Background: an optimization exercise with open tools, aiming at small area. Do not read the settings as production practice.
In this exercise RTL edits were held to simulation tests only and were not proved equivalent to the original.
No activity file was given, so power comes from the tool's default toggle rates.

## flow/design.v (module list and top-level ports; edited modules follow where they fit)
// module generic_fifo_adv: 98 lines
// module trdb_lzc: 47 lines
// module trdb_apb_if: 24 lines
// module trdb_filter: 43 lines
// module trdb_branch_map: 44 lines
// module trdb_priority: 122 lines
// module trdb_timer: 45 lines
// module trdb_packet_emitter: 158 lines
// module trdb_align8: 162 lines
// module trdb_reg: 174 lines
// module trace_debugger: 452 lines
module trace_debugger
    #(parameter APB_ADDR_WIDTH = 32)
    (input logic                clk_i,
     input logic                rst_ni,
     input logic                test_mode_i,
     input logic                ivalid_i,  
     input logic                iexception_i,
     input logic                interrupt_i,
     input logic [CAUSELEN-1:0] cause_i,
     input logic [XLEN-1:0]     tval_i,
     input logic [PRIVLEN-1:0]  priv_i,
     input logic [XLEN-1:0]     iaddr_i,
     input logic [ILEN-1:0]     instr_i,
     input logic                compressed_i,
     input logic [APB_ADDR_WIDTH-1:0] apb_paddr_i,
     input logic [31:0]         apb_pwdata_i,
     input logic                apb_pwrite_i,
     input logic                apb_psel_i,
     input logic                apb_penable_i,
     output logic [31:0]        apb_prdata_o,
     output logic               apb_pready_o,
     output logic               apb_pslverr_o,
     output logic [XLEN-1:0]    packet_word_o,
     output logic               packet_word_valid_o,
     input logic                grant_i);
  // ...
==> flow/run.sh <==
#!/bin/bash
# synth_recipe.tcl (not shown) runs the flow's synth.tcl, then flattens the netlist and writes it again
# the make line also repeats each setting of config.mk as NAME=value (left out here)
make -C /OpenROAD-flow-scripts/flow DESIGN_CONFIG=/design/flow/config.mk WORK_HOME=/design/flow/orfs CLKGATE_MAP_FILE= SYNTH_SCRIPT=/design/flow/synth_recipe.tcl finish
==> flow/config.mk <==
export PLATFORM = sky130hd
export DESIGN_NAME = trace_debugger
export DESIGN_NICKNAME = trace_debugger
export VERILOG_FILES = /design/flow/design.v
export SDC_FILE = /design/flow/constraint.sdc
export NUM_CORES = 4
export LEC_CHECK = 0
export CAP_MARGIN = 20
export CORE_MARGIN = 2
export CORE_UTILIZATION = 40
export SLEW_MARGIN = 20
==> flow/constraint.sdc <==
create_clock -name core_clock -period 11.0 [get_ports {clk_i}]
set_input_delay 2.2000 -clock core_clock [delete_from_list [all_inputs] [get_ports {clk_i}]]
set_output_delay 2.2000 -clock core_clock [all_outputs]
set_load 0.01 [all_outputs]
==> run notes, run 1 <==
Distinct cells, synth 106; Seq/total area 37.33%; ANT cells 1; final core utilization 45.96%; Synth Warn # 10; Slew headroom 23.62%; CP endpoint i_packet_fifo.regs_q[197]; fin area 55130 µm²; P_sw 3.398 mW; Worst EP arrival 10.51 ns; drt pass-1 iters 7; multi-input combinational area share 47.11%; Vias 42050; critical path endpoint category flop; Placed Area 52050 µm²; power per cell area 170.1 nW/µm²; met2 WL 76.59 mm; Seq power 3.26 mW; # resized after CTS 0; Seq/Total Area, Yosys 42.48%; Sw Ratio 36.24%; met1 GRT Util 36.56%; Hold Path Origin instr_q[19]; reg-to-reg critical path startpoint iaddr0_q[3]; CP max FO 16; post-synthesis xor/xnor area fraction 2.532%; Synth Flop Type dfrtp_1; most used cell along the critical path buf_4; cells after synthesis 5296; total power 9.379 mW; Tap Cells 1612; largest net degree at the start of global routing 182; Via density 5.954; met3 routed WL 10.06 mm; Clk power 3.17 mW; Row Count 127; outcome finished clean
==> module generic_fifo_adv, before the edit <==
module generic_fifo_adv
#(
    parameter int unsigned DATA_WIDTH = 32,
    parameter int unsigned DATA_DEPTH = 8
)
(
    input  logic                  clk,
    input  logic                  rst_n,
    input  logic                  clear_i,
    input  logic [DATA_WIDTH-1:0] data_i,
    input  logic                  valid_i,
    output logic                  grant_o,
    output logic [DATA_WIDTH-1:0] data_o,
    output logic                  valid_o,
    input  logic                  grant_i,
    input  logic                  test_mode_i
);
    localparam int unsigned ADDR_DEPTH = $clog2(DATA_DEPTH);
    typedef enum logic [1:0] {EMPTY, FULL, MIDDLE} fifo_state_e;
    fifo_state_e cs, ns;
    logic [ADDR_DEPTH-1:0] pop_ptr_q, pop_ptr_d;
    logic [ADDR_DEPTH-1:0] push_ptr_q, push_ptr_d;
    logic [ADDR_DEPTH-1:0] push_ptr_inc, pop_ptr_inc;
    logic [DATA_DEPTH-1:0][DATA_WIDTH-1:0] regs_q;
    assign push_ptr_inc = (push_ptr_q == ADDR_DEPTH'(DATA_DEPTH-1)) ?
                          '0 : push_ptr_q + 1'b1;
    assign pop_ptr_inc  = (pop_ptr_q == ADDR_DEPTH'(DATA_DEPTH-1)) ?
                          '0 : pop_ptr_q + 1'b1;
    assign grant_o = (cs == EMPTY) || (cs == MIDDLE);
    assign valid_o = (cs == MIDDLE) || (cs == FULL);
    always_comb begin
        ns         = cs;
        push_ptr_d = push_ptr_q;
        pop_ptr_d  = pop_ptr_q;
        case (cs)
        EMPTY: begin
            if (valid_i) begin
                ns         = MIDDLE;
                push_ptr_d = push_ptr_inc;
            end
        end
        MIDDLE: begin
            case ({valid_i, grant_i})
            2'b01: begin
                if (pop_ptr_inc == push_ptr_q)
                    ns = EMPTY;
                pop_ptr_d = pop_ptr_inc;
            end
            2'b11: begin
                push_ptr_d = push_ptr_inc;
                pop_ptr_d  = pop_ptr_inc;
            end
            2'b10: begin
                if (push_ptr_inc == pop_ptr_q)
                    ns = FULL;
                push_ptr_d = push_ptr_inc;
            end
            default: ;
            endcase
        end
        FULL: begin
            if (grant_i) begin
                ns        = MIDDLE;
                pop_ptr_d = pop_ptr_inc;
            end
        end
        default: begin
            ns         = EMPTY;
            push_ptr_d = '0;
            pop_ptr_d  = '0;
        end
        endcase
    end
    always_ff @(posedge clk, negedge rst_n) begin
        if (~rst_n) begin
            cs         <= EMPTY;
            pop_ptr_q  <= '0;
            push_ptr_q <= '0;
        end else if (clear_i) begin
            cs         <= EMPTY;
            pop_ptr_q  <= '0;
            push_ptr_q <= '0;
        end else begin
            cs         <= ns;
            pop_ptr_q  <= pop_ptr_d;
            push_ptr_q <= push_ptr_d;
        end
    end
    for (genvar i = 0; i < DATA_DEPTH; i++) begin : gen_regs
        always_ff @(posedge clk, negedge rst_n) begin
            if (~rst_n)
                regs_q[i] <= '0;
            else if (grant_o && valid_i && push_ptr_q == ADDR_DEPTH'(i))
                regs_q[i] <= data_i;
        end
    end
    assign data_o = regs_q[pop_ptr_q];
endmodule
==> module trdb_priority, before the edit <==
module trdb_priority
    (input logic                   valid_i,
     input logic [XLEN-1:0]        full_addr_i,
     input logic [XLEN-1:0]        diff_addr_i,
     input logic                   lc_exception_i,
     input logic                   lc_exception_sync_i,
     input logic                   tc_first_qualified_i,
     input logic                   nc_unqualified_i,
     input logic                   tc_privchange_i,
     input logic                   lc_u_discontinuity_i,
     input logic                   nc_exception_i,
     input logic                   nc_privchange_i,
     input logic                   branch_map_full_i,
     input logic                   branch_map_empty_i,
     input logic                   use_full_addr_i,
     output logic [$clog2(XLEN):0] keep_bits_o,
     output logic                  valid_o,
     output logic [1:0]            packet_format_o,
     output logic [1:0]            packet_subformat_o);
    logic                          prefer_differential;
    logic [$clog2(XLEN)-1:0]       diff_addr_zeros, diff_addr_ones;
    logic [$clog2(XLEN)-1:0]       full_addr_zeros, full_addr_ones;
    logic [$clog2(XLEN)-1:0]       abs_sign_extendable, diff_sign_extendable,
                                   sign_extendable;
    logic         tc_unhalted_i;
    logic         nc_halt_i;
    logic         tc_context_change;
    assign tc_unhalted_i     = '0;
    assign nc_halt_i         = '0;
    assign tc_context_change = '0;
    always_comb begin: select_packet
        valid_o            = '0;
        packet_format_o    = F_ADDR_ONLY;
        packet_subformat_o = SF_UNDEF;
        if (valid_i) begin
            if (lc_exception_i) begin
                packet_format_o    = F_SYNC;
                packet_subformat_o = SF_EXCEPTION;
                valid_o            = '1;
            end else if (lc_exception_sync_i) begin
                packet_format_o    = F_SYNC;
                packet_subformat_o = SF_START;
                valid_o            = '1;
            end else if (tc_first_qualified_i || tc_unhalted_i ||
                         tc_privchange_i) begin
                packet_format_o    = F_SYNC;
                packet_subformat_o = SF_START;
                valid_o            = '1;
            end else if (lc_u_discontinuity_i) begin
                if (branch_map_empty_i)
                    packet_format_o = F_ADDR_ONLY;
                else begin
                    if (use_full_addr_i) begin
                        packet_format_o = F_BRANCH_FULL;
                    end else begin
                        packet_format_o = prefer_differential ?
                                          F_BRANCH_DIFF : F_BRANCH_FULL;
                    end
                end
                valid_o = '1;
            end else if (nc_halt_i || nc_exception_i || nc_privchange_i ||
                         nc_unqualified_i) begin
                if(branch_map_empty_i)
                    packet_format_o = F_ADDR_ONLY;
                else begin
                    if (use_full_addr_i) begin
                        packet_format_o = F_BRANCH_FULL;
                    end else begin
                        packet_format_o = prefer_differential ?
                                          F_BRANCH_DIFF : F_BRANCH_FULL;
                    end
                end
                valid_o = '1;
            end else if (branch_map_full_i) begin
                packet_format_o    = F_BRANCH_FULL;
                valid_o            = '1;
            end else if (tc_context_change) begin
                packet_format_o    = F_SYNC;
                packet_subformat_o = SF_CONTEXT;
                valid_o            = '1;
            end
        end
    end
    always_comb begin: absolute_or_differential
        abs_sign_extendable  = full_addr_zeros > full_addr_ones ?
                               full_addr_zeros : full_addr_ones;
        diff_sign_extendable = diff_addr_zeros > diff_addr_ones ?
                               diff_addr_zeros : diff_addr_ones;
        prefer_differential  = diff_sign_extendable > abs_sign_extendable;
        sign_extendable      = prefer_differential ?
                               diff_sign_extendable : abs_sign_extendable;
        keep_bits_o = use_full_addr_i ? XLEN : XLEN - sign_extendable + 1;
    end
    trdb_lzc
        #(.WIDTH(XLEN),
          .MODE(1))
    i_trdb_lzc_full
        (.in_i(full_addr_i),
         .cnt_o(full_addr_zeros),
         .empty_o());
    trdb_lzc
        #(.WIDTH(XLEN),
          .MODE(1))
    i_trdb_loc_full
        (.in_i(~full_addr_i),
         .cnt_o(full_addr_ones),
         .empty_o());
    trdb_lzc
        #(.WIDTH(XLEN),
          .MODE(1))
    i_trdb_lzc_diff
        (.in_i(diff_addr_i),
         .cnt_o(diff_addr_zeros),
         .empty_o());
    trdb_lzc
        #(.WIDTH(XLEN),
          .MODE(1))
    i_trdb_loc_diff
        (.in_i(~diff_addr_i),
         .cnt_o(diff_addr_ones),
         .empty_o());
endmodule  
==> module trdb_packet_emitter, before the edit <==
module trdb_packet_emitter
    (input logic                   clk_i,
     input logic                    clk_en_i,
     input logic                    rst_ni,
     input logic [1:0]              packet_format_i,
     input logic [1:0]              packet_subformat_i,
     input logic [$clog2(XLEN):0]   keep_bits_i,
     input logic                    valid_i,
     input logic                    use_full_addr_i,
     input logic                    interrupt_i,
     input logic [CAUSELEN-1:0]     cause_i,
     input logic [XLEN-1:0]         tval_i,
     input logic [PRIVLEN-1:0]      priv_i,
     input logic [XLEN-1:0]         iaddr_i,
     input logic [CONTEXTLEN-1:0]   context_i,
     input logic                    lc_u_discontinuity_i,
     input logic [30:0]             branch_map_i,
     input logic [4:0]              branch_map_cnt_i,
     input logic                    branch_map_empty_i,
     input logic                    branch_map_full_i,
     input logic                    is_branch_i,
     output logic                   branch_map_flush_o,
     output logic [XLEN-1:0]        diff_addr_o,
     input logic                    sw_valid_i,
     input logic [XLEN-1:0]         sw_word_i,
     output logic                   sw_grant_o,
     input logic                    tu_valid_i,
     input logic [TIMER_WIDTH-1:0]  tu_time_i,
     input logic                    tu_fulltime_i,
     output logic                   tu_grant_o,
     output logic [PACKET_LEN-1:0]  packet_bits_o,  
     output logic [6:0]             packet_len_o,
     output logic                   packet_valid_o);
    logic [PACKET_LEN-1:0]         packet_bits;
    logic [$clog2(PACKET_LEN)-1:0] packet_len;
    logic                          packet_gen_valid;
    logic                          branch_map_flush_q, branch_map_flush_d;
    logic [4:0]                    branch_packet_off ;
    logic                          branch_map_edge_case;
    logic [XLEN-1:0]               caddr;
    logic [XLEN-1:0]               diff_addr;
    logic [XLEN-1:0]               last_addr_q, last_addr_d;
    assign branch_map_flush_o = branch_map_flush_q;
    always_comb begin: branch_map_offset
        if(branch_map_cnt_i == 0) begin
            branch_packet_off = 31;
        end else if(branch_map_cnt_i <= 1) begin
            branch_packet_off = 1;
        end else if(branch_map_cnt_i <= 9) begin
            branch_packet_off = 9;
        end else if(branch_map_cnt_i <= 17) begin
            branch_packet_off = 17;
        end else if(branch_map_cnt_i <= 25) begin
            branch_packet_off = 25;
        end else begin
            branch_packet_off = 31;
        end
    end
    assign diff_addr = last_addr_q - iaddr_i;
    assign diff_addr_o = diff_addr;
    always_comb begin: compress_address
       caddr = (use_full_addr_i || packet_format_i == F_BRANCH_FULL) ?
               iaddr_i : diff_addr;
    end
    always_comb begin: set_packet_bits
        packet_bits          = '0;
        packet_len           = '0;
        branch_map_flush_d   = '0;
        branch_map_edge_case = lc_u_discontinuity_i;
        packet_gen_valid     = '0;
        sw_grant_o           = '0;
        tu_grant_o           = '0;
        last_addr_d          = last_addr_q;
        if(valid_i) begin
            last_addr_d          = iaddr_i;
            packet_gen_valid   = '1;
            packet_bits[1:0]   = W_TRACE;
            packet_bits[3:2]   = packet_format_i;
            branch_map_flush_d = '1;
            case(packet_format_i)
            F_BRANCH_FULL, F_BRANCH_DIFF: begin
                packet_bits[8:4]   = branch_map_cnt_i;
                branch_map_flush_d = '1;
                if(branch_packet_off == 1) begin
                    packet_bits[9+:1+XLEN] = {caddr, branch_map_i[0]};
                    packet_len = 2 + FORMATLEN + BRANCHLEN + 1 + keep_bits_i;
                end else if(branch_packet_off == 9) begin
                    packet_bits[9+:9+XLEN] = {caddr, branch_map_i[8:0]};
                    packet_len = 2 + FORMATLEN + BRANCHLEN + 9 + keep_bits_i;
                end else if(branch_packet_off == 17) begin
                    packet_bits[9+:17+XLEN] = {caddr, branch_map_i[16:0]};
                    packet_len = 2 + FORMATLEN + BRANCHLEN + 17 + keep_bits_i;
                end else if(branch_packet_off == 25) begin
                    packet_bits[9+:25+XLEN] = {caddr, branch_map_i[24:0]};
                    packet_len = 2 + FORMATLEN + BRANCHLEN + 25 + keep_bits_i;
                end else if (branch_packet_off == 31 && !branch_map_full_i) begin
                    packet_bits[9+:31+XLEN] = {caddr, branch_map_i[30:0]};
                    packet_len = 2 + FORMATLEN + BRANCHLEN + 31 + keep_bits_i;
                end else begin
                    packet_bits[9+:31+XLEN] = {branch_map_edge_case ? caddr :
                                               32'b0, branch_map_i[30:0]};
                    packet_len = 2 + FORMATLEN + BRANCHLEN + 31 +
                                 (branch_map_edge_case ? keep_bits_i : 0);
                    packet_bits[8:4] = branch_map_edge_case ?
                                       packet_bits[8:4] : 5'b0;
                    last_addr_d = branch_map_edge_case ? iaddr_i : last_addr_q;
                end
            end
            F_ADDR_ONLY: begin
                packet_bits[4+:XLEN] = caddr;
                packet_len           = 2 + FORMATLEN + keep_bits_i;
            end
            F_SYNC: begin
                case(packet_subformat_i)
                SF_START: begin
                    packet_bits[4+:2+PRIVLEN+1+XLEN]
                        = {iaddr_i, is_branch_i, priv_i, packet_subformat_i};
                    packet_len = 2 + FORMATLEN + FORMATLEN + PRIVLEN + 1 + XLEN;
                end
                SF_EXCEPTION: begin
                    packet_bits[4+:2+PRIVLEN+1+XLEN+CAUSELEN+1]
                        = {interrupt_i, cause_i, iaddr_i, is_branch_i, priv_i,
                           packet_subformat_i};
                    packet_len = 2 + FORMATLEN + FORMATLEN + PRIVLEN + 1 + XLEN
                                 + CAUSELEN + 1;
                end
                SF_CONTEXT: begin
                end
                endcase
            end
            endcase
        end else if(sw_valid_i) begin
            packet_gen_valid     = '1;
            sw_grant_o           = '1;
            packet_bits[1:0]     = W_SOFTWARE;
            packet_bits[2+:32]   = sw_word_i;
            packet_len           = 2 + 32;
        end else if(tu_valid_i) begin
            packet_gen_valid            = '1;
            tu_grant_o                  = '1;
            packet_bits[1:0]            = W_TIME;
            packet_bits[2+:TIMER_WIDTH] = tu_time_i;
            packet_len                  = 2+TIMER_WIDTH;
        end
    end
    assign packet_bits_o = packet_bits;
    assign packet_len_o = packet_len;
    assign packet_valid_o = packet_gen_valid;
    always_ff @(posedge clk_i, negedge rst_ni) begin
        if(~rst_ni) begin
            branch_map_flush_q <= '0;
            last_addr_q        <= '0;
        end else if(clk_en_i) begin
            branch_map_flush_q <= branch_map_flush_d;
            last_addr_q        <= last_addr_d;
        end
    end
endmodule  
==> module trdb_align8, before the edit <==
module trdb_align8 #(
    parameter ID = 1
) (
    input logic                          clk_i,
     input logic                    clk_en_i,
    input logic                          rst_ni,
    input logic [PACKET_LEN-1:0]         payload_bits_i,
    input logic [$clog2(PACKET_LEN)-1:0] payload_len_i,
    input logic                          valid_i,
    output logic                         grant_o,
    input logic                          flush_stream_i,
    output logic                         flush_confirm_o,
    output logic [BUS_DATA_WIDTH-1:0]    data_o,
    input logic                          grant_i,
    output logic                         valid_o
);
    localparam PACKET_MAX_BYTES = PACKET_TOTAL/8 + (PACKET_TOTAL % 8 != 0);
    localparam DATA_WIDTH       = BUS_DATA_WIDTH;
    localparam DATA_OFFSET_LEN  = BUS_DATA_WIDTH/8 + 1;
    localparam DATA_BYTES       = BUS_DATA_WIDTH/8;
    logic [DATA_WIDTH+PACKET_TOTAL-1:0]       padded_packet_bits;
    logic [$clog2(DATA_WIDTH+PACKET_TOTAL):0] low_ptr_d, low_ptr_q, high_ptr;
    logic [PACKET_BYTE_HEADER_LEN-1:0]    payload_bytes;
    logic [$clog2(PACKET_LEN)-1:0]        packet_len_no_header;
    logic [$clog2(PACKET_TOTAL)-1:0]      effective_packet_len;
    logic [$clog2(PACKET_MAX_BYTES)-1:0]  packet_bytes;
    logic [$clog2(DATA_OFFSET_LEN)-1:0]   offset_q, offset_d, offset_inv;
    logic [$clog2(DATA_OFFSET_LEN)-1+3:0] offset_shifted, offset_inv_shifted;
    logic [DATA_WIDTH-1:0]                data_q, data_d, residual_q, residual_d;
    logic                                 valid_d, valid_q;
    logic                                 update;
    enum logic [2:0] {Idle, Waitgrant, Stream, Full, Overfull} state_q, state_d;
    logic [4:0]                          instance_id;
    assign instance_id = ID;
    assign data_o = data_q;
    assign update = valid_o && grant_i;
    assign packet_len_no_header = payload_len_i - 4;
    assign payload_bytes = (packet_len_no_header >> 3)
        + (packet_len_no_header[2:0] != 2'h0);
    assign padded_packet_bits = {{DATA_WIDTH{1'b0}},
                                 payload_bits_i,
                                 payload_bytes};
    assign offset_shifted = offset_q << 3;
    assign offset_inv = DATA_BYTES - offset_q;
    assign offset_inv_shifted = offset_inv << 3;
    assign effective_packet_len = payload_len_i + PACKET_BYTE_HEADER_LEN;
    assign packet_bytes = (effective_packet_len >> 3)
        + (effective_packet_len[2:0] != 2'h0);
    always_comb begin : out_valid
        logic [15:0] offset_v;
        offset_v = ((packet_bytes % DATA_BYTES) + offset_q);
        valid_o  = '0;
        if(valid_i) begin
            case (state_q)
            Stream:   valid_o = '1;
            Full:     valid_o = '1;
            Overfull: valid_o = (offset_v >= DATA_BYTES);
            default:  valid_o = '0;
            endcase
        end
    end
    always_comb begin : align_bytes
        logic [15:0] offset;
        offset          = '0;
        low_ptr_d       = low_ptr_q;
        valid_d         = '0;
        data_d          = '0;
        grant_o         = '0;
        residual_d      = residual_q;
        offset_d        = offset_q;
        high_ptr        = '0;
        flush_confirm_o = '0;
        state_d         = state_q;
        if(valid_i) begin
            low_ptr_d  = low_ptr_q;
            high_ptr   = low_ptr_q + DATA_BYTES;
            data_d     = (padded_packet_bits[low_ptr_q*8 +: DATA_WIDTH] << offset_shifted) | residual_q;
            if (update)
                residual_d = (padded_packet_bits[low_ptr_q*8 +: DATA_WIDTH] >> offset_inv_shifted);
            case (state_q)
            Idle: begin
                if (high_ptr < packet_bytes) begin
                    state_d = Stream;
                end else if (high_ptr == packet_bytes) begin
                    state_d = Full;
                end else if (high_ptr > packet_bytes) begin
                    state_d = Overfull;
                end
            end
            Stream: begin
                if (update) begin
                    state_d   = Idle;
                    low_ptr_d = high_ptr;
                end
            end
            Full: begin
                if (update) begin
                    state_d   = Idle;
                    low_ptr_d = '0;
                    grant_o   = '1;
                end
            end
            Overfull: begin
                offset = ((packet_bytes % DATA_BYTES) + offset_q);
                if (offset == DATA_BYTES) begin
                    if (update)
                        residual_d = '0;
                end else if (offset > DATA_BYTES) begin
                        if (update) begin
                        case (offset % DATA_BYTES)
                            0: residual_d = residual_d;
                            1: residual_d = residual_d & {1{8'hff}};
                            2: residual_d = residual_d & {2{8'hff}};
                            3: residual_d = residual_d & {3{8'hff}};
                        endcase
                    end
                end else if (offset < DATA_BYTES) begin
                    case (offset)
                        0: residual_d = data_q;  
                        1: residual_d = data_q & {1{8'hff}};
                        2: residual_d = data_q & {2{8'hff}};
                        3: residual_d = data_q & {3{8'hff}};
                    endcase
                    state_d   = Idle;
                    offset_d  = offset % DATA_BYTES;
                    low_ptr_d = '0;
                    grant_o   = '1;
                end
                if (update) begin
                    state_d   = Idle;
                    offset_d  = offset % DATA_BYTES;
                    low_ptr_d = '0;
                    grant_o   = '1;
                end
            end
            endcase  
        end else if(flush_stream_i) begin
            flush_confirm_o = '1;
            if(offset_d != 0) begin
                data_d  = residual_d;
                valid_d = '1;
            end
        end
    end
    always_ff @(posedge clk_i, negedge rst_ni) begin
        if(~rst_ni) begin
            offset_q   <= '0;
            low_ptr_q  <= '0;
            residual_q <= '0;
            valid_q    <= '0;
            data_q     <= '0;
            state_q    <= Idle;
        end else if(clk_en_i) begin
            offset_q   <= offset_d;
            low_ptr_q  <= low_ptr_d;
            residual_q <= residual_d;
            valid_q    <= valid_d;
            data_q     <= data_d;
            state_q    <= state_d;
        end
    end
endmodule  
==> run 2: changes to the inputs <==
--- a/flow/design.v
+++ b/flow/design.v
@@ -870,8 +870,7 @@
 );
-    localparam int unsigned ADDR_DEPTH = $clog2(DATA_DEPTH);
-    typedef enum logic [1:0] {EMPTY, FULL, MIDDLE} fifo_state_e;
-    fifo_state_e cs, ns;
-    logic [ADDR_DEPTH-1:0] pop_ptr_q, pop_ptr_d;
-    logic [ADDR_DEPTH-1:0] push_ptr_q, push_ptr_d;
+    localparam int unsigned ADDR_DEPTH = (DATA_DEPTH > 1) ? $clog2(DATA_DEPTH) : 1;
+    logic [ADDR_DEPTH-1:0] pop_ptr_q, push_ptr_q;
     logic [ADDR_DEPTH-1:0] push_ptr_inc, pop_ptr_inc;
+    logic                  full_q, empty_q;
+    logic                  push, pop;
     logic [DATA_DEPTH-1:0][DATA_WIDTH-1:0] regs_q;
@@ -881,50 +880,10 @@
                           '0 : pop_ptr_q + 1'b1;
-    assign grant_o = (cs == EMPTY) || (cs == MIDDLE);
-    assign valid_o = (cs == MIDDLE) || (cs == FULL);
-    always_comb begin
-        ns         = cs;
-        push_ptr_d = push_ptr_q;
-        pop_ptr_d  = pop_ptr_q;
-        case (cs)
-        EMPTY: begin
-            if (valid_i) begin
-                ns         = MIDDLE;
-                push_ptr_d = push_ptr_inc;
-            end
-        end
-        MIDDLE: begin
-            case ({valid_i, grant_i})
-            2'b01: begin
-                if (pop_ptr_inc == push_ptr_q)
-                    ns = EMPTY;
-                pop_ptr_d = pop_ptr_inc;
-            end
-            2'b11: begin
-                push_ptr_d = push_ptr_inc;
-                pop_ptr_d  = pop_ptr_inc;
-            end
-            2'b10: begin
-                if (push_ptr_inc == pop_ptr_q)
-                    ns = FULL;
-                push_ptr_d = push_ptr_inc;
-            end
-            default: ;
-            endcase
-        end
-        FULL: begin
-            if (grant_i) begin
-                ns        = MIDDLE;
-                pop_ptr_d = pop_ptr_inc;
-            end
-        end
-        default: begin
-            ns         = EMPTY;
-            push_ptr_d = '0;
-            pop_ptr_d  = '0;
-        end
-        endcase
-    end
+    assign grant_o = ~full_q;
+    assign valid_o = ~empty_q;
+    assign push = valid_i & ~full_q;
+    assign pop  = grant_i & ~empty_q;
     always_ff @(posedge clk, negedge rst_n) begin
         if (~rst_n) begin
-            cs         <= EMPTY;
+            full_q     <= 1'b0;
+            empty_q    <= 1'b1;
             pop_ptr_q  <= '0;
@@ -932,3 +891,4 @@
         end else if (clear_i) begin
-            cs         <= EMPTY;
+            full_q     <= 1'b0;
+            empty_q    <= 1'b1;
             pop_ptr_q  <= '0;
@@ -936,5 +896,13 @@
         end else begin
-            cs         <= ns;
-            pop_ptr_q  <= pop_ptr_d;
-            push_ptr_q <= push_ptr_d;
+            if (push)
+                push_ptr_q <= push_ptr_inc;
+            if (pop)
+                pop_ptr_q <= pop_ptr_inc;
+            if (push & ~pop) begin
+                empty_q <= 1'b0;
+                full_q  <= (push_ptr_inc == pop_ptr_q);
+            end else if (pop & ~push) begin
+                full_q  <= 1'b0;
+                empty_q <= (pop_ptr_inc == push_ptr_q);
+            end
         end
@@ -942,6 +910,4 @@
     for (genvar i = 0; i < DATA_DEPTH; i++) begin : gen_regs
-        always_ff @(posedge clk, negedge rst_n) begin
-            if (~rst_n)
-                regs_q[i] <= '0;
-            else if (grant_o && valid_i && push_ptr_q == ADDR_DEPTH'(i))
+        always_ff @(posedge clk) begin
+            if (push && push_ptr_q == ADDR_DEPTH'(i))
                 regs_q[i] <= data_i;
@@ -1131,4 +1097,2 @@
     logic                          prefer_differential;
-    logic [$clog2(XLEN)-1:0]       diff_addr_zeros, diff_addr_ones;
-    logic [$clog2(XLEN)-1:0]       full_addr_zeros, full_addr_ones;
     logic [$clog2(XLEN)-1:0]       abs_sign_extendable, diff_sign_extendable,
@@ -1194,7 +1158,11 @@
     end
+    function automatic logic [$clog2(XLEN)-1:0] sign_run(input logic [XLEN-1:0] x);
+        sign_run = XLEN-1;
+        for (int i = 0; i < XLEN-1; i++)
+            if (x[i+1] ^ x[i])
+                sign_run = XLEN-1-i;
+    endfunction
     always_comb begin: absolute_or_differential
-        abs_sign_extendable  = full_addr_zeros > full_addr_ones ?
-                               full_addr_zeros : full_addr_ones;
-        diff_sign_extendable = diff_addr_zeros > diff_addr_ones ?
-                               diff_addr_zeros : diff_addr_ones;
+        abs_sign_extendable  = sign_run(full_addr_i);
+        diff_sign_extendable = sign_run(diff_addr_i);
         prefer_differential  = diff_sign_extendable > abs_sign_extendable;
@@ -1204,30 +1172,2 @@
     end
-    trdb_lzc
-        #(.WIDTH(XLEN),
-          .MODE(1))
-    i_trdb_lzc_full
-        (.in_i(full_addr_i),
-         .cnt_o(full_addr_zeros),
-         .empty_o());
-    trdb_lzc
-        #(.WIDTH(XLEN),
-          .MODE(1))
-    i_trdb_loc_full
-        (.in_i(~full_addr_i),
-         .cnt_o(full_addr_ones),
-         .empty_o());
-    trdb_lzc
-        #(.WIDTH(XLEN),
-          .MODE(1))
-    i_trdb_lzc_diff
-        (.in_i(diff_addr_i),
-         .cnt_o(diff_addr_zeros),
-         .empty_o());
-    trdb_lzc
-        #(.WIDTH(XLEN),
-          .MODE(1))
-    i_trdb_loc_diff
-        (.in_i(~diff_addr_i),
-         .cnt_o(diff_addr_ones),
-         .empty_o());
 endmodule  
@@ -1311,30 +1251,31 @@
      output logic [PACKET_LEN-1:0]  packet_bits_o,  
-     output logic [6:0]             packet_len_o,
+     output logic [3:0]             packet_pb_o,
      output logic                   packet_valid_o);
     logic [PACKET_LEN-1:0]         packet_bits;
-    logic [$clog2(PACKET_LEN)-1:0] packet_len;
+    logic [6:0]                    packet_len;
     logic                          packet_gen_valid;
-    logic                          branch_map_flush_q, branch_map_flush_d;
-    logic [4:0]                    branch_packet_off ;
-    logic                          branch_map_edge_case;
+    logic                          branch_map_flush_q;
     logic [XLEN-1:0]               caddr;
     logic [XLEN-1:0]               diff_addr;
-    logic [XLEN-1:0]               last_addr_q, last_addr_d;
+    logic [XLEN-1:0]               last_addr_q;
+    logic                          off1, off9, off17, off25, off31;
+    logic [5:0]                    branch_off;
+    logic                          no_addr;
+    logic                          is_branch_pkt;
+    typedef enum logic [2:0] {SH2, SH4, SH10, SH18, SH26, SH34, SH40} shift_e;
+    shift_e                        shift;
+    logic [TIMER_WIDTH-1:0]        value;
+    logic [PACKET_LEN-1:0]         placed;
+    logic [PACKET_LEN-1:0]         fields;
     assign branch_map_flush_o = branch_map_flush_q;
     always_comb begin: branch_map_offset
-        if(branch_map_cnt_i == 0) begin
-            branch_packet_off = 31;
-        end else if(branch_map_cnt_i <= 1) begin
-            branch_packet_off = 1;
-        end else if(branch_map_cnt_i <= 9) begin
-            branch_packet_off = 9;
-        end else if(branch_map_cnt_i <= 17) begin
-            branch_packet_off = 17;
-        end else if(branch_map_cnt_i <= 25) begin
-            branch_packet_off = 25;
-        end else begin
-            branch_packet_off = 31;
-        end
+        off1  = branch_map_cnt_i == 1;
+        off9  = branch_map_cnt_i >= 2  && branch_map_cnt_i <= 9;
+        off17 = branch_map_cnt_i >= 10 && branch_map_cnt_i <= 17;
+        off25 = branch_map_cnt_i >= 18 && branch_map_cnt_i <= 25;
+        off31 = !(off1 || off9 || off17 || off25);
+        branch_off = off1 ? 6'd1 : off9 ? 6'd9 : off17 ? 6'd17 :
+                     off25 ? 6'd25 : 6'd31;
     end
-    assign diff_addr = last_addr_q - iaddr_i;
+    assign diff_addr   = last_addr_q - iaddr_i;
     assign diff_addr_o = diff_addr;
@@ -1344,85 +1285,80 @@
     end
-    always_comb begin: set_packet_bits
-        packet_bits          = '0;
-        packet_len           = '0;
-        branch_map_flush_d   = '0;
-        branch_map_edge_case = lc_u_discontinuity_i;
-        packet_gen_valid     = '0;
-        sw_grant_o           = '0;
-        tu_grant_o           = '0;
-        last_addr_d          = last_addr_q;
-        if(valid_i) begin
-            last_addr_d          = iaddr_i;
-            packet_gen_valid   = '1;
-            packet_bits[1:0]   = W_TRACE;
-            packet_bits[3:2]   = packet_format_i;
-            branch_map_flush_d = '1;
-            case(packet_format_i)
-            F_BRANCH_FULL, F_BRANCH_DIFF: begin
-                packet_bits[8:4]   = branch_map_cnt_i;
-                branch_map_flush_d = '1;
-                if(branch_packet_off == 1) begin
-                    packet_bits[9+:1+XLEN] = {caddr, branch_map_i[0]};
-                    packet_len = 2 + FORMATLEN + BRANCHLEN + 1 + keep_bits_i;
-                end else if(branch_packet_off == 9) begin
-                    packet_bits[9+:9+XLEN] = {caddr, branch_map_i[8:0]};
-                    packet_len = 2 + FORMATLEN + BRANCHLEN + 9 + keep_bits_i;
-                end else if(branch_packet_off == 17) begin
-                    packet_bits[9+:17+XLEN] = {caddr, branch_map_i[16:0]};
-                    packet_len = 2 + FORMATLEN + BRANCHLEN + 17 + keep_bits_i;
-                end else if(branch_packet_off == 25) begin
-                    packet_bits[9+:25+XLEN] = {caddr, branch_map_i[24:0]};
-                    packet_len = 2 + FORMATLEN + BRANCHLEN + 25 + keep_bits_i;
-                end else if (branch_packet_off == 31 && !branch_map_full_i) begin
-                    packet_bits[9+:31+XLEN] = {caddr, branch_map_i[30:0]};
-                    packet_len = 2 + FORMATLEN + BRANCHLEN + 31 + keep_bits_i;
-                end else begin
-                    packet_bits[9+:31+XLEN] = {branch_map_edge_case ? caddr :
-                                               32'b0, branch_map_i[30:0]};
-                    packet_len = 2 + FORMATLEN + BRANCHLEN + 31 +
-                                 (branch_map_edge_case ? keep_bits_i : 0);
-                    packet_bits[8:4] = branch_map_edge_case ?
-                                       packet_bits[8:4] : 5'b0;
-                    last_addr_d = branch_map_edge_case ? iaddr_i : last_addr_q;
-                end
-            end
-            F_ADDR_ONLY: begin
-                packet_bits[4+:XLEN] = caddr;
-                packet_len           = 2 + FORMATLEN + keep_bits_i;
-            end
-            F_SYNC: begin
-                case(packet_subformat_i)
-                SF_START: begin
-                    packet_bits[4+:2+PRIVLEN+1+XLEN]
-                        = {iaddr_i, is_branch_i, priv_i, packet_subformat_i};
-                    packet_len = 2 + FORMATLEN + FORMATLEN + PRIVLEN + 1 + XLEN;
-                end
-                SF_EXCEPTION: begin
-                    packet_bits[4+:2+PRIVLEN+1+XLEN+CAUSELEN+1]
-                        = {interrupt_i, cause_i, iaddr_i, is_branch_i, priv_i,
-                           packet_subformat_i};
-                    packet_len = 2 + FORMATLEN + FORMATLEN + PRIVLEN + 1 + XLEN
-                                 + CAUSELEN + 1;
-                end
-                SF_CONTEXT: begin
-                end
-                endcase
-            end
-            endcase
-        end else if(sw_valid_i) begin
-            packet_gen_valid     = '1;
-            sw_grant_o           = '1;
-            packet_bits[1:0]     = W_SOFTWARE;
-            packet_bits[2+:32]   = sw_word_i;
-            packet_len           = 2 + 32;
-        end else if(tu_valid_i) begin
-            packet_gen_valid            = '1;
-            tu_grant_o                  = '1;
-            packet_bits[1:0]            = W_TIME;
-            packet_bits[2+:TIMER_WIDTH] = tu_time_i;
-            packet_len                  = 2+TIMER_WIDTH;
+    assign is_branch_pkt = !packet_format_i[1];
+    assign no_addr       = off31 && branch_map_full_i && !lc_u_discontinuity_i;
+    always_comb begin: select_value
+        value = '0;
+        shift = SH2;
+        if (valid_i) begin
+            if (packet_format_i == F_SYNC) begin
+                value = {8'b0, iaddr_i};
+                shift = SH10;
+            end else if (packet_format_i == F_ADDR_ONLY) begin
+                value = {8'b0, caddr};
+                shift = SH4;
+            end else begin
+                value = no_addr ? '0 : {8'b0, caddr};
+                shift = off1 ? SH10 : off9 ? SH18 : off17 ? SH26 :
+                        off25 ? SH34 : SH40;
+            end
+        end else if (sw_valid_i) begin
+            value = {8'b0, sw_word_i};
+        end else if (tu_valid_i) begin
+            value = tu_time_i;
+        end
+    end
+    always_comb begin: place_value
+        case (shift)
+        SH2:     placed = PACKET_LEN'({value, 2'b0});
+        SH4:     placed = PACKET_LEN'({value, 4'b0});
+        SH10:    placed = PACKET_LEN'({value, 10'b0});
+        SH18:    placed = PACKET_LEN'({value, 18'b0});
+        SH26:    placed = PACKET_LEN'({value, 26'b0});
+        SH34:    placed = PACKET_LEN'({value, 34'b0});
+        default: placed = PACKET_LEN'({value, 40'b0});
+        endcase
+    end
+    always_comb begin: fixed_fields
+        fields = '0;
+        if (valid_i) begin
+            fields[1:0] = W_TRACE;
+            fields[3:2] = packet_format_i;
+            if (is_branch_pkt) begin
+                fields[8:4]  = no_addr ? 5'b0 : branch_map_cnt_i;
+                fields[39:9] = branch_map_i;
+            end else if (packet_format_i == F_SYNC) begin
+                fields[5:4] = packet_subformat_i;
+                fields[8:6] = priv_i;
+                fields[9]   = is_branch_i;
+                if (packet_subformat_i == SF_EXCEPTION)
+                    fields[47:42] = {interrupt_i, cause_i};
+            end
+        end else if (sw_valid_i) begin
+            fields[1:0] = W_SOFTWARE;
+        end else if (tu_valid_i) begin
+            fields[1:0] = W_TIME;
+        end
+    end
+    always_comb begin: packet_length
+        packet_len = 7'd0;
+        if (valid_i) begin
+            if (packet_format_i == F_SYNC)
+                packet_len = (packet_subformat_i == SF_EXCEPTION) ? 7'd48 : 7'd42;
+            else if (packet_format_i == F_ADDR_ONLY)
+                packet_len = 7'd4 + 7'(keep_bits_i);
+            else if (no_addr)
+                packet_len = 7'd40;
+            else
+                packet_len = 7'd9 + 7'(branch_off) + 7'(keep_bits_i);
+        end else if (sw_valid_i) begin
+            packet_len = 7'd34;
+        end else begin
+            packet_len = 7'd42;
         end
     end
-    assign packet_bits_o = packet_bits;
-    assign packet_len_o = packet_len;
+    assign packet_bits      = placed | fields;
+    assign packet_gen_valid = valid_i || sw_valid_i || tu_valid_i;
+    assign sw_grant_o       = !valid_i && sw_valid_i;
+    assign tu_grant_o       = !valid_i && !sw_valid_i && tu_valid_i;
+    assign packet_bits_o  = packet_bits;
+    assign packet_pb_o    = 4'((packet_len + 7'd3) >> 3);
     assign packet_valid_o = packet_gen_valid;
@@ -1433,4 +1369,5 @@
         end else if(clk_en_i) begin
-            branch_map_flush_q <= branch_map_flush_d;
-            last_addr_q        <= last_addr_d;
+            branch_map_flush_q <= valid_i;
+            if (valid_i && !(is_branch_pkt && no_addr))
+                last_addr_q <= iaddr_i;
         end
@@ -1439,10 +1376,8 @@
 import trdb_pkg::*;
-module trdb_align8 #(
-    parameter ID = 1
-) (
+module trdb_align8 (
     input logic                          clk_i,
-     input logic                    clk_en_i,
+    input logic                          clk_en_i,
     input logic                          rst_ni,
     input logic [PACKET_LEN-1:0]         payload_bits_i,
-    input logic [$clog2(PACKET_LEN)-1:0] payload_len_i,
+    input logic [3:0]                    payload_bytes_i,
     input logic                          valid_i,
@@ -1451,3 +1386,3 @@
     output logic                         flush_confirm_o,
-    output logic [BUS_DATA_WIDTH-1:0]    data_o,
+    output logic [31:0]                  data_o,
     input logic                          grant_i,
@@ -1455,44 +1390,51 @@
 );
-    localparam PACKET_MAX_BYTES = PACKET_TOTAL/8 + (PACKET_TOTAL % 8 != 0);
-    localparam DATA_WIDTH       = BUS_DATA_WIDTH;
-    localparam DATA_OFFSET_LEN  = BUS_DATA_WIDTH/8 + 1;
-    localparam DATA_BYTES       = BUS_DATA_WIDTH/8;
-    logic [DATA_WIDTH+PACKET_TOTAL-1:0]       padded_packet_bits;
-    logic [$clog2(DATA_WIDTH+PACKET_TOTAL):0] low_ptr_d, low_ptr_q, high_ptr;
-    logic [PACKET_BYTE_HEADER_LEN-1:0]    payload_bytes;
-    logic [$clog2(PACKET_LEN)-1:0]        packet_len_no_header;
-    logic [$clog2(PACKET_TOTAL)-1:0]      effective_packet_len;
-    logic [$clog2(PACKET_MAX_BYTES)-1:0]  packet_bytes;
-    logic [$clog2(DATA_OFFSET_LEN)-1:0]   offset_q, offset_d, offset_inv;
-    logic [$clog2(DATA_OFFSET_LEN)-1+3:0] offset_shifted, offset_inv_shifted;
-    logic [DATA_WIDTH-1:0]                data_q, data_d, residual_q, residual_d;
-    logic                                 valid_d, valid_q;
-    logic                                 update;
-    enum logic [2:0] {Idle, Waitgrant, Stream, Full, Overfull} state_q, state_d;
-    logic [4:0]                          instance_id;
-    assign instance_id = ID;
+    typedef enum logic [1:0] {Idle, Stream, Full, Overfull} state_e;
+    state_e state_q, state_d;
+    logic [1:0]  word_q, word_d;      
+    logic [1:0]  offset_q, offset_d;  
+    logic [31:0] data_q, data_d, residual_q, residual_d;
+    logic [3:0]  packet_bytes;
+    logic [3:0]  high_ptr;
+    logic [2:0]  over;
+    logic [31:0] word, rot, shifted, carried;
+    logic        update;
     assign data_o = data_q;
-    assign update = valid_o && grant_i;
-    assign packet_len_no_header = payload_len_i - 4;
-    assign payload_bytes = (packet_len_no_header >> 3)
-        + (packet_len_no_header[2:0] != 2'h0);
-    assign padded_packet_bits = {{DATA_WIDTH{1'b0}},
-                                 payload_bits_i,
-                                 payload_bytes};
-    assign offset_shifted = offset_q << 3;
-    assign offset_inv = DATA_BYTES - offset_q;
-    assign offset_inv_shifted = offset_inv << 3;
-    assign effective_packet_len = payload_len_i + PACKET_BYTE_HEADER_LEN;
-    assign packet_bytes = (effective_packet_len >> 3)
-        + (effective_packet_len[2:0] != 2'h0);
+    assign packet_bytes = payload_bytes_i + 4'd1;
+    assign high_ptr     = {word_q, 2'b00} + 4'd4;
+    assign over         = {1'b0, packet_bytes[1:0]} + {1'b0, offset_q};
+    always_comb begin : select_word
+        case (word_q)
+        2'd0:    word = {payload_bits_i[27:0], payload_bytes_i};
+        2'd1:    word = payload_bits_i[59:28];
+        default: word = {20'b0, payload_bits_i[71:60]};
+        endcase
+    end
+    always_comb begin : rotate
+        case (offset_q)
+        2'd0:    rot = word;
+        2'd1:    rot = {word[23:0], word[31:24]};
+        2'd2:    rot = {word[15:0], word[31:16]};
+        default: rot = {word[7:0],  word[31:8]};
+        endcase
+        case (offset_q)
+        2'd0:    shifted = rot;
+        2'd1:    shifted = {rot[31:8], 8'b0};
+        2'd2:    shifted = {rot[31:16], 16'b0};
+        default: shifted = {rot[31:24], 24'b0};
+        endcase
+        case (offset_q)
+        2'd0:    carried = '0;
+        2'd1:    carried = {24'b0, rot[7:0]};
+        2'd2:    carried = {16'b0, rot[15:0]};
+        default: carried = {8'b0,  rot[23:0]};
+        endcase
+    end
     always_comb begin : out_valid
-        logic [15:0] offset_v;
-        offset_v = ((packet_bytes % DATA_BYTES) + offset_q);
-        valid_o  = '0;
-        if(valid_i) begin
+        valid_o = 1'b0;
+        if (valid_i) begin
             case (state_q)
-            Stream:   valid_o = '1;
-            Full:     valid_o = '1;
-            Overfull: valid_o = (offset_v >= DATA_BYTES);
-            default:  valid_o = '0;
+            Stream:   valid_o = 1'b1;
+            Full:     valid_o = 1'b1;
+            Overfull: valid_o = over[2];
+            default:  valid_o = 1'b0;
             endcase
@@ -1500,29 +1442,23 @@
     end
+    assign update = valid_o & grant_i;
     always_comb begin : align_bytes
-        logic [15:0] offset;
-        offset          = '0;
-        low_ptr_d       = low_ptr_q;
-        valid_d         = '0;
+        word_d          = word_q;
         data_d          = '0;
-        grant_o         = '0;
+        grant_o         = 1'b0;
         residual_d      = residual_q;
         offset_d        = offset_q;
-        high_ptr        = '0;
-        flush_confirm_o = '0;
+        flush_confirm_o = 1'b0;
         state_d         = state_q;
-        if(valid_i) begin
-            low_ptr_d  = low_ptr_q;
-            high_ptr   = low_ptr_q + DATA_BYTES;
-            data_d     = (padded_packet_bits[low_ptr_q*8 +: DATA_WIDTH] << offset_shifted) | residual_q;
+        if (valid_i) begin
+            data_d = shifted | residual_q;
             if (update)
-                residual_d = (padded_packet_bits[low_ptr_q*8 +: DATA_WIDTH] >> offset_inv_shifted);
+                residual_d = carried;
             case (state_q)
             Idle: begin
-                if (high_ptr < packet_bytes) begin
+                if (high_ptr < packet_bytes)
                     state_d = Stream;
-                end else if (high_ptr == packet_bytes) begin
+                else if (high_ptr == packet_bytes)
                     state_d = Full;
-                end else if (high_ptr > packet_bytes) begin
+                else
                     state_d = Overfull;
-                end
             end
@@ -1530,4 +1466,4 @@
                 if (update) begin
-                    state_d   = Idle;
-                    low_ptr_d = high_ptr;
+                    state_d = Idle;
+                    word_d  = word_q + 2'd1;
                 end
@@ -1536,47 +1472,39 @@
                 if (update) begin
-                    state_d   = Idle;
-                    low_ptr_d = '0;
-                    grant_o   = '1;
+                    state_d = Idle;
+                    word_d  = '0;
+                    grant_o = 1'b1;
                 end
             end
-            Overfull: begin
-                offset = ((packet_bytes % DATA_BYTES) + offset_q);
-                if (offset == DATA_BYTES) begin
-                    if (update)
-                        residual_d = '0;
-                end else if (offset > DATA_BYTES) begin
-                        if (update) begin
-                        case (offset % DATA_BYTES)
-                            0: residual_d = residual_d;
-                            1: residual_d = residual_d & {1{8'hff}};
-                            2: residual_d = residual_d & {2{8'hff}};
-                            3: residual_d = residual_d & {3{8'hff}};
+            default: begin  
+                if (over[2]) begin
+                    if (update) begin
+                        case (over[1:0])
+                        2'd0:    residual_d = '0;
+                        2'd1:    residual_d = {24'b0, carried[7:0]};
+                        2'd2:    residual_d = {16'b0, carried[15:0]};
+                        default: residual_d = carried;
                         endcase
+                        state_d  = Idle;
+                        offset_d = over[1:0];
+                        word_d   = '0;
+                        grant_o  = 1'b1;
                     end
-                end else if (offset < DATA_BYTES) begin
-                    case (offset)
-                        0: residual_d = data_q;  
-                        1: residual_d = data_q & {1{8'hff}};
-                        2: residual_d = data_q & {2{8'hff}};
-                        3: residual_d = data_q & {3{8'hff}};
+                end else begin
+                    case (over[1:0])
+                    2'd0:    residual_d = data_q;
+                    2'd1:    residual_d = {24'b0, data_q[7:0]};
+                    2'd2:    residual_d = {16'b0, data_q[15:0]};
+                    default: residual_d = {8'b0,  data_q[23:0]};
                     endcase
-                    state_d   = Idle;
-                    offset_d  = offset % DATA_BYTES;
-                    low_ptr_d = '0;
-                    grant_o   = '1;
+                    state_d  = Idle;
+                    offset_d = over[1:0];
+                    word_d   = '0;
+                    grant_o  = 1'b1;
                 end
-                if (update) begin
-                    state_d   = Idle;
-                    offset_d  = offset % DATA_BYTES;
-                    low_ptr_d = '0;
-                    grant_o   = '1;
-                end
-            end
-            endcase  
-        end else if(flush_stream_i) begin
-            flush_confirm_o = '1;
-            if(offset_d != 0) begin
-                data_d  = residual_d;
-                valid_d = '1;
             end
+            endcase
+        end else if (flush_stream_i) begin
+            flush_confirm_o = 1'b1;
+            if (offset_q != 2'd0)
+                data_d = residual_q;
         end
@@ -1584,15 +1512,11 @@
     always_ff @(posedge clk_i, negedge rst_ni) begin
-        if(~rst_ni) begin
+        if (~rst_ni) begin
             offset_q   <= '0;
-            low_ptr_q  <= '0;
+            word_q     <= '0;
             residual_q <= '0;
-            valid_q    <= '0;
-            data_q     <= '0;
             state_q    <= Idle;
-        end else if(clk_en_i) begin
+        end else if (clk_en_i) begin
             offset_q   <= offset_d;
-            low_ptr_q  <= low_ptr_d;
+            word_q     <= word_d;
             residual_q <= residual_d;
-            valid_q    <= valid_d;
-            data_q     <= data_d;
             state_q    <= state_d;
@@ -1600,2 +1524,6 @@
     end
+    always_ff @(posedge clk_i) begin
+        if (clk_en_i)
+            data_q <= data_d;
+    end
 endmodule  
@@ -1758,2 +1686,6 @@
     end
+    always_ff @(posedge clk_i) begin
+        if(clk_en)
+            dump_q <= dump_d;
+    end
     always_ff @(posedge clk_i, negedge rst_ni) begin
@@ -1762,3 +1694,2 @@
             filter_q      <= 'h0;
-            dump_q        <= 'h0;
             dump_valid_q  <= 'h0;
@@ -1769,3 +1700,2 @@
             filter_q      <= filter_d;
-            dump_q        <= dump_d;
             dump_valid_q  <= dump_valid_d;
@@ -1819,3 +1749,5 @@
     logic [XLEN-1:0]            iaddr_q, iaddr_d;
-    logic [ILEN-1:0]            instr_q, instr_d;
+    logic [ILEN-1:0]            instr_d;
+    logic [1:0]                 iclass_q, iclass_d;
+    logic                       is_branch;
     logic                       compressed_q, compressed_d;
@@ -1854,3 +1786,2 @@
     logic                       trace_implicit_ret;
-    logic                       not_ret;
     logic                       really_c_jalr;
@@ -1872,6 +1803,6 @@
     logic [PACKET_LEN-1:0]     packet_gen_bits;
-    logic [6:0]                packet_gen_len;
+    logic [3:0]                packet_gen_pb;
     logic                      packet_gen_valid;
     logic [PACKET_LEN-1:0]     packet_fifo_bits;
-    logic [6:0]                packet_fifo_len;
+    logic [3:0]                packet_fifo_pb;
     logic                      packet_fifo_valid;
@@ -1970,33 +1901,32 @@
     end
-    always_comb begin: is_branch
-        is_branch0_d
-            = ((instr_q & MASK_BEQ)      == MATCH_BEQ) ||
-              ((instr_q & MASK_BNE)      == MATCH_BNE) ||
-              ((instr_q & MASK_BLT)      == MATCH_BLT) ||
-              ((instr_q & MASK_BGE)      == MATCH_BGE) ||
-              ((instr_q & MASK_BLTU)     == MATCH_BLTU) ||
-              ((instr_q & MASK_BGEU)     == MATCH_BGEU) ||
-              ((instr_q & MASK_P_BNEIMM) == MATCH_P_BNEIMM) ||
-              ((instr_q & MASK_P_BEQIMM) == MATCH_P_BEQIMM) ||
-              ((instr_q & MASK_C_BEQZ)   == MATCH_C_BEQZ) ||
-              ((instr_q & MASK_C_BNEZ)   == MATCH_C_BNEZ);
-    end
-    always_comb begin: is_discontinuity
-        really_c_jalr = ((instr_q & MASK_C_JALR) == MATCH_C_JALR)
-                        && ((instr_q & MASK_RD) != 0);
-        really_c_jr = ((instr_q & MASK_C_JR) == MATCH_C_JR)
-                      && ((instr_q & MASK_RD) != 0);
-        is_jump = ((instr_q & MASK_JALR) == MATCH_JALR) ||
+    always_comb begin: classify
+        is_branch = ((instr_d & MASK_BEQ)      == MATCH_BEQ) ||
+                    ((instr_d & MASK_BNE)      == MATCH_BNE) ||
+                    ((instr_d & MASK_BLT)      == MATCH_BLT) ||
+                    ((instr_d & MASK_BGE)      == MATCH_BGE) ||
+                    ((instr_d & MASK_BLTU)     == MATCH_BLTU) ||
+                    ((instr_d & MASK_BGEU)     == MATCH_BGEU) ||
+                    ((instr_d & MASK_P_BNEIMM) == MATCH_P_BNEIMM) ||
+                    ((instr_d & MASK_P_BEQIMM) == MATCH_P_BEQIMM) ||
+                    ((instr_d & MASK_C_BEQZ)   == MATCH_C_BEQZ) ||
+                    ((instr_d & MASK_C_BNEZ)   == MATCH_C_BNEZ);
+        really_c_jalr = ((instr_d & MASK_C_JALR) == MATCH_C_JALR)
+                        && ((instr_d & MASK_RD) != 0);
+        really_c_jr = ((instr_d & MASK_C_JR) == MATCH_C_JR)
+                      && ((instr_d & MASK_RD) != 0);
+        is_jump = ((instr_d & MASK_JALR) == MATCH_JALR) ||
                   really_c_jalr || really_c_jr;
-        is_priv_ret = ((instr_q & MASK_MRET) == MATCH_MRET) ||
-                  ((instr_q & MASK_SRET) == MATCH_SRET) ||
-                  ((instr_q & MASK_URET) == MATCH_URET);
-        not_ret = '1;
-        is_ret = ((instr_q & (MASK_JALR | MASK_RD | MASK_RS1 | MASK_IMM)) ==
+        is_priv_ret = ((instr_d & MASK_MRET) == MATCH_MRET) ||
+                  ((instr_d & MASK_SRET) == MATCH_SRET) ||
+                  ((instr_d & MASK_URET) == MATCH_URET);
+        is_ret = ((instr_d & (MASK_JALR | MASK_RD | MASK_RS1 | MASK_IMM)) ==
                  (MATCH_JALR | (X_RA << OP_SH_RS1)));
-        is_c_ret = (instr_q & (MASK_C_JR | MASK_RD)) ==
+        is_c_ret = (instr_d & (MASK_C_JR | MASK_RD)) ==
                    (MATCH_C_JR | (X_RA << OP_SH_RD));
-        if(trace_implicit_ret)
-            not_ret = !(is_ret || is_c_ret);
-        u_discontinuity0_d = (is_jump || is_priv_ret) && not_ret;
+        iclass_d[1] = is_jump || is_priv_ret;
+        iclass_d[0] = (is_jump || is_priv_ret) ? (is_ret || is_c_ret) : is_branch;
+    end
+    always_comb begin: is_branch_and_discontinuity
+        is_branch0_d = !iclass_q[1] && iclass_q[0];
+        u_discontinuity0_d = iclass_q[1] && !(trace_implicit_ret && iclass_q[0]);
     end
@@ -2009,5 +1939,3 @@
     always_comb begin: is_branch_taken
-        tc_branch_taken = tc_compressed ?
-                          !(tc_iaddr + 2 == nc_iaddr):
-                          !(tc_iaddr + 4 == nc_iaddr);
+        tc_branch_taken = (tc_iaddr + (tc_compressed ? 32'd2 : 32'd4)) != nc_iaddr;
     end
@@ -2086,3 +2014,3 @@
          .packet_bits_o(packet_gen_bits),
-         .packet_len_o(packet_gen_len),
+         .packet_pb_o(packet_gen_pb),
          .packet_valid_o(packet_gen_valid));
@@ -2091,3 +2019,3 @@
     generic_fifo_adv
-        #(.DATA_WIDTH(PACKET_LEN + $clog2(PACKET_LEN)),
+        #(.DATA_WIDTH(PACKET_LEN + 4),
           .DATA_DEPTH(PACKET_BUFFER_STAGES))
@@ -2097,6 +2025,6 @@
          .clear_i(clear_fifo),  
-         .data_i({packet_gen_bits, packet_gen_len}),
+         .data_i({packet_gen_bits, packet_gen_pb}),
          .valid_i(packet_gen_valid),
          .grant_o(packet_fifo_not_full),
-         .data_o({packet_fifo_bits, packet_fifo_len}),
+         .data_o({packet_fifo_bits, packet_fifo_pb}),
          .valid_o(packet_fifo_valid),
@@ -2109,3 +2037,3 @@
          .payload_bits_i(packet_fifo_bits),
-         .payload_len_i(packet_fifo_len),
+         .payload_bytes_i(packet_fifo_pb),
          .valid_i(packet_fifo_valid),
@@ -2122,27 +2050,20 @@
             ivalid_q           <= '0;
-            iexception_q       <= '0;
-            interrupt_q        <= '0;
-            cause_q            <= '0;
-            priv_q             <= '0;
-            iaddr_q            <= '0;
-            instr_q            <= '0;
-            compressed_q       <= '0;
-            interrupt0_q       <= '0;
-            interrupt1_q       <= '0;
-            cause0_q           <= '0;
-            cause1_q           <= '0;
             priv0_q            <= 3'h7;  
-            privchange0_q      <= '0;
             exception0_q       <= '0;
             exception1_q       <= '0;
-            exception2_q       <= '0;
             u_discontinuity0_q <= '0;
-            u_discontinuity1_q <= '0;
-            is_branch0_q       <= '0;
-            compressed0_q      <= '0;
-            iaddr0_q           <= '0;
             qualified0_q       <= '0;
-            qualified1_q       <= '0;
         end else if(clk_en) begin
             ivalid_q     <= ivalid_d;
+            if(ivalid_q) begin
+                priv0_q            <= priv0_d;
+                exception0_q       <= exception0_d;
+                exception1_q       <= exception1_d;
+                u_discontinuity0_q <= u_discontinuity0_d;
+                qualified0_q       <= qualified0_d;
+            end
+        end
+    end
+    always_ff @(posedge clk_i) begin
+        if(clk_en) begin
             iexception_q <= iexception_d;
@@ -2152,3 +2073,3 @@
             iaddr_q      <= iaddr_d;
-            instr_q      <= instr_d;
+            iclass_q     <= iclass_d;
             compressed_q <= compressed_d;
@@ -2159,8 +2080,4 @@
                 cause1_q           <= cause1_d;
-                priv0_q            <= priv0_d;
                 privchange0_q      <= privchange0_d;
-                exception0_q       <= exception0_d;
-                exception1_q       <= exception1_d;
                 exception2_q       <= exception2_d;
-                u_discontinuity0_q <= u_discontinuity0_d;
                 u_discontinuity1_q <= u_discontinuity1_d;
@@ -2169,3 +2086,2 @@
                 iaddr0_q           <= iaddr0_d;
-                qualified0_q       <= qualified0_d;
                 qualified1_q       <= qualified1_d;
==> run notes, run 2 <==
most common cell after layout, fill and taps aside edfxtp_1; Detailed Route Iter0 Violations 3037; HPWL Detailed 83.96 mm; Die Span Y 320.6 µm; Commonest cells post-synth edfxtp_1, nand2_1, nor2_1; Crit-path slowest cell or4_1; Pleak 18.16 nW; hold_buf cts 0; Die Footprint 102800 µm²; area of the core 99710 µm²; part of the cycle the worst path needs 83.52%; register-to-register setup slack 1.81 ns; Seq/Total Area, Yosys 54.97% (+12 points); most used cell along the critical path ha_1; Vias 28750 (-32%); Post-synth EDFFs 527; Setup TNS Final 0 ns; largest net degree at the start of global routing 74 (-59%); CP Launch Type flop; WS Path Type flop to flop; synth top area cells edfxtp_1, dfrtp_1, ha_1, mux4_2, nand2_1; biggest regs i_packet_fifo.regs_q: 304 flops, i_trdb_reg.i_sw_fifo.regs_q: 64 flops, i_trdb_timer.trdb_time_q: 40 flops; ANT cells 0 (-1); Worst R2R Path Depth 29; top-count cell post-synth edfxtp_1; clock root buffer clkbuf_16; clock transition at the registers of the reported paths 0.06 ns; Clock H-tree levels 3; # resized after CTS 0 (unchanged); CTS sink count 775; worst endpoint required time 11.36 ns; ys async rst share 32.00%; Avg Synthesized Cell Area 11.55 µm²; first-pass GRT wire length 176.5 mm; Slew Limit Fails 0; CTS tree done; CTS Buf Count 85; vias in the first global route 27760; Yosys reg bits 775; number of routed nets with antenna violations 0; Via density 5.777 (-3.0%); cells after synthesis 3471 (-34%); Row Count 116 (-8.7%); Period minus WS final 9.187 ns; MaxCap Viol Count 0; Largest register FFs 304; Initial Utilization 40.21%; critical path endpoint category flop; clk_skew 0.05703 ns; Die W 320.6 µm; Hold Violations, Final 0; power per cell area 217.2 nW/µm² (+28%); commonest cells after routing, fill and taps aside edfxtp_1, nand2_1, nor2_1, o21ai_0, dfrtp_1; GRT overflow 0; drt pass-1 iters 12 (+5); Worst-Margin Slew 1.183 ns; DRC violations left 0; worst skew pair latency 0.69 ns; CP endpoint i_packet_fifo.regs_q[3]; largest register by flop count i_packet_fifo.regs_q; Distinct cells, synth 93 (-12%); initial antenna violation count 2; outcome finished clean; CP max FO 7 (-9); # IOs 246; clock buffer depth 3; reg-to-reg critical path startpoint iaddr0_q[0]; Crit path largest cell delay 0.55 ns; drt wl/cell 23.55 µm; RSZ-0062 raised after global routing no; Reg-to-Reg End i_packet_fifo.regs_q[3]; worst hold path class flop to flop; input/output buffers 162; fmax 108.8 MHz; Slew headroom 21.15% (-2.5 points); GRT Util Overall 22.67%; Worst Hold Margin 0.4175 ns; Worst setup startpoint iaddr0_q[0]; final setup fails 0; Routability Congestion 0.9463; maximum vdd drop 0.1548 mV; Area Growth Syn to Fin 14.87%; mapped cell area 40090 µm²; Worst EP arrival 9.55 ns (-0.96 ns); Post-Route WL 117.2 mm; Synth Warn # 10 (unchanged); post-CTS setup buffer count 0; share of cells above drive strength 1 10.66%; Yosys top cell area share 39.47%; Synth Flop Type edfxtp_1; Hold Path Origin compressed_q; Synth area leader edfxtp_1; Final #Nets 3951
[run 2: power breakdown]
group / total, mW / internal (mW) / switching, mW
sequential: 4.10 / 3.80 / 0.296
combinational: 2.86 / 1.11 / 1.75
clock: 3.04 / 1.80 / 1.24
total: 10.0 / 6.71 / 3.29
[run 2: how the worst min path moves through the flow]
stage	to	cells past startpoint
floorplan	cause0_q[0]	0
global placement	cause0_q[0]	0
detailed placement	cause0_q[1]	0
CTS	cause0_q[1]	0
global route	compressed0_q	0
finish	compressed0_q	0
[run 2: cell families (layout without fill, tap and decap cells)]
group                      count (synthesis)  count (layout)  share of synthesized area (%)
and+or+nand+nor                          971             971                          11.06
AOI/OAI and AO/OA                        829             829                          13.58
DFF                                      775             775                          54.97
buffers and inverters                    346             529                          3.530
muxes                                    212             212                          7.858
xor gates and xnor gates                 170             170                          3.732
adders and majority gates                166             166                          5.255
other                                      2              27                        0.01873
[run 2: critical path: cells and delay by family (launching register included)]
family | cells | cell delay, ns
DFF | 1 | 0.48
buffers and inverters | 4 | 0.33
adders and majority gates | 7 | 2.21
xor gates and xnor gates | 2 | 0.65
and+or+nand+nor | 4 | 1.06
AOI/OAI and AO/OA | 12 | 4.14
[run 2: metal layers]
layer	up-vias	GRT usage (%)	wire length, µm
li1	13180	-	-
met1	14240	31.95	51520
met2	1117	35.50	53460
met3	216	3.239	7783
met4	4	8.628	4386
met5	-	0	33
[run 2: cell type report]
| type | count | area, µm² |
|---|---|---|
| fill | 9016 | 53660 |
| sequential | 775 | 22050 |
| multi-input combinational | 2375 | 16810 |
| clock buffer | 108 | 2336 |
| timing repair buffer | 210 | 1984 |
| tap | 1298 | 1624 |
| clock inverter | 52 | 654.4 |
| inverter | 159 | 599.3 |
[run 2: per-stage QoR]
stage          total power, mW  utilization, %  setup slack, ns  area, µm²  instances
3_3_place_gp             6.953           43.18            1.944      43060       4816
4_1_cts                  10.05           46.18            1.776      46050       4976
5_1_grt                  10.46           46.19            1.243      46060       4977
2_1_floorplan            5.908               -            3.414      40190       3496
3_5_place_dp             6.990           43.18            1.851      43060       4816
6_report                 10.01           46.19            1.813      46060       4977

==> what the ideal ports hide <==
No port has a modelled driver above. Below, the same layouts with a new extraction and two added sets of constraints.
Step 1 (the two cells are an assumption about what drives the block):
set clk [get_ports {clk_i}]
set_driving_cell -lib_cell sky130_fd_sc_hd__clkbuf_16 $clk
set_driving_cell -lib_cell sky130_fd_sc_hd__buf_2 [delete_from_list [all_inputs] $clk]
Step 2, shift: input delay + t, output delay - t, t = (earliest + latest rising clock arrival at the registers) / 2. This alone moves slack from input paths to output paths.
a / b / c = ideal / step 1 / step 2; a / b = the first two.
run	t (ns)	setup WS [ns]	latest minus earliest clock arrival (ns)	worst register clock-pin slew, ns	worst slew at a driven data input, ns
run 1	0.764	1.031 / 1.031 / 1.031	0.030 / 0.029	0.07 / 0.07	0.09
run 2	0.730	1.813 / 1.813 / 1.813	0.059 / 0.059	0.07 / 0.07	0.09
After both steps setup and hold are still met in every run listed.
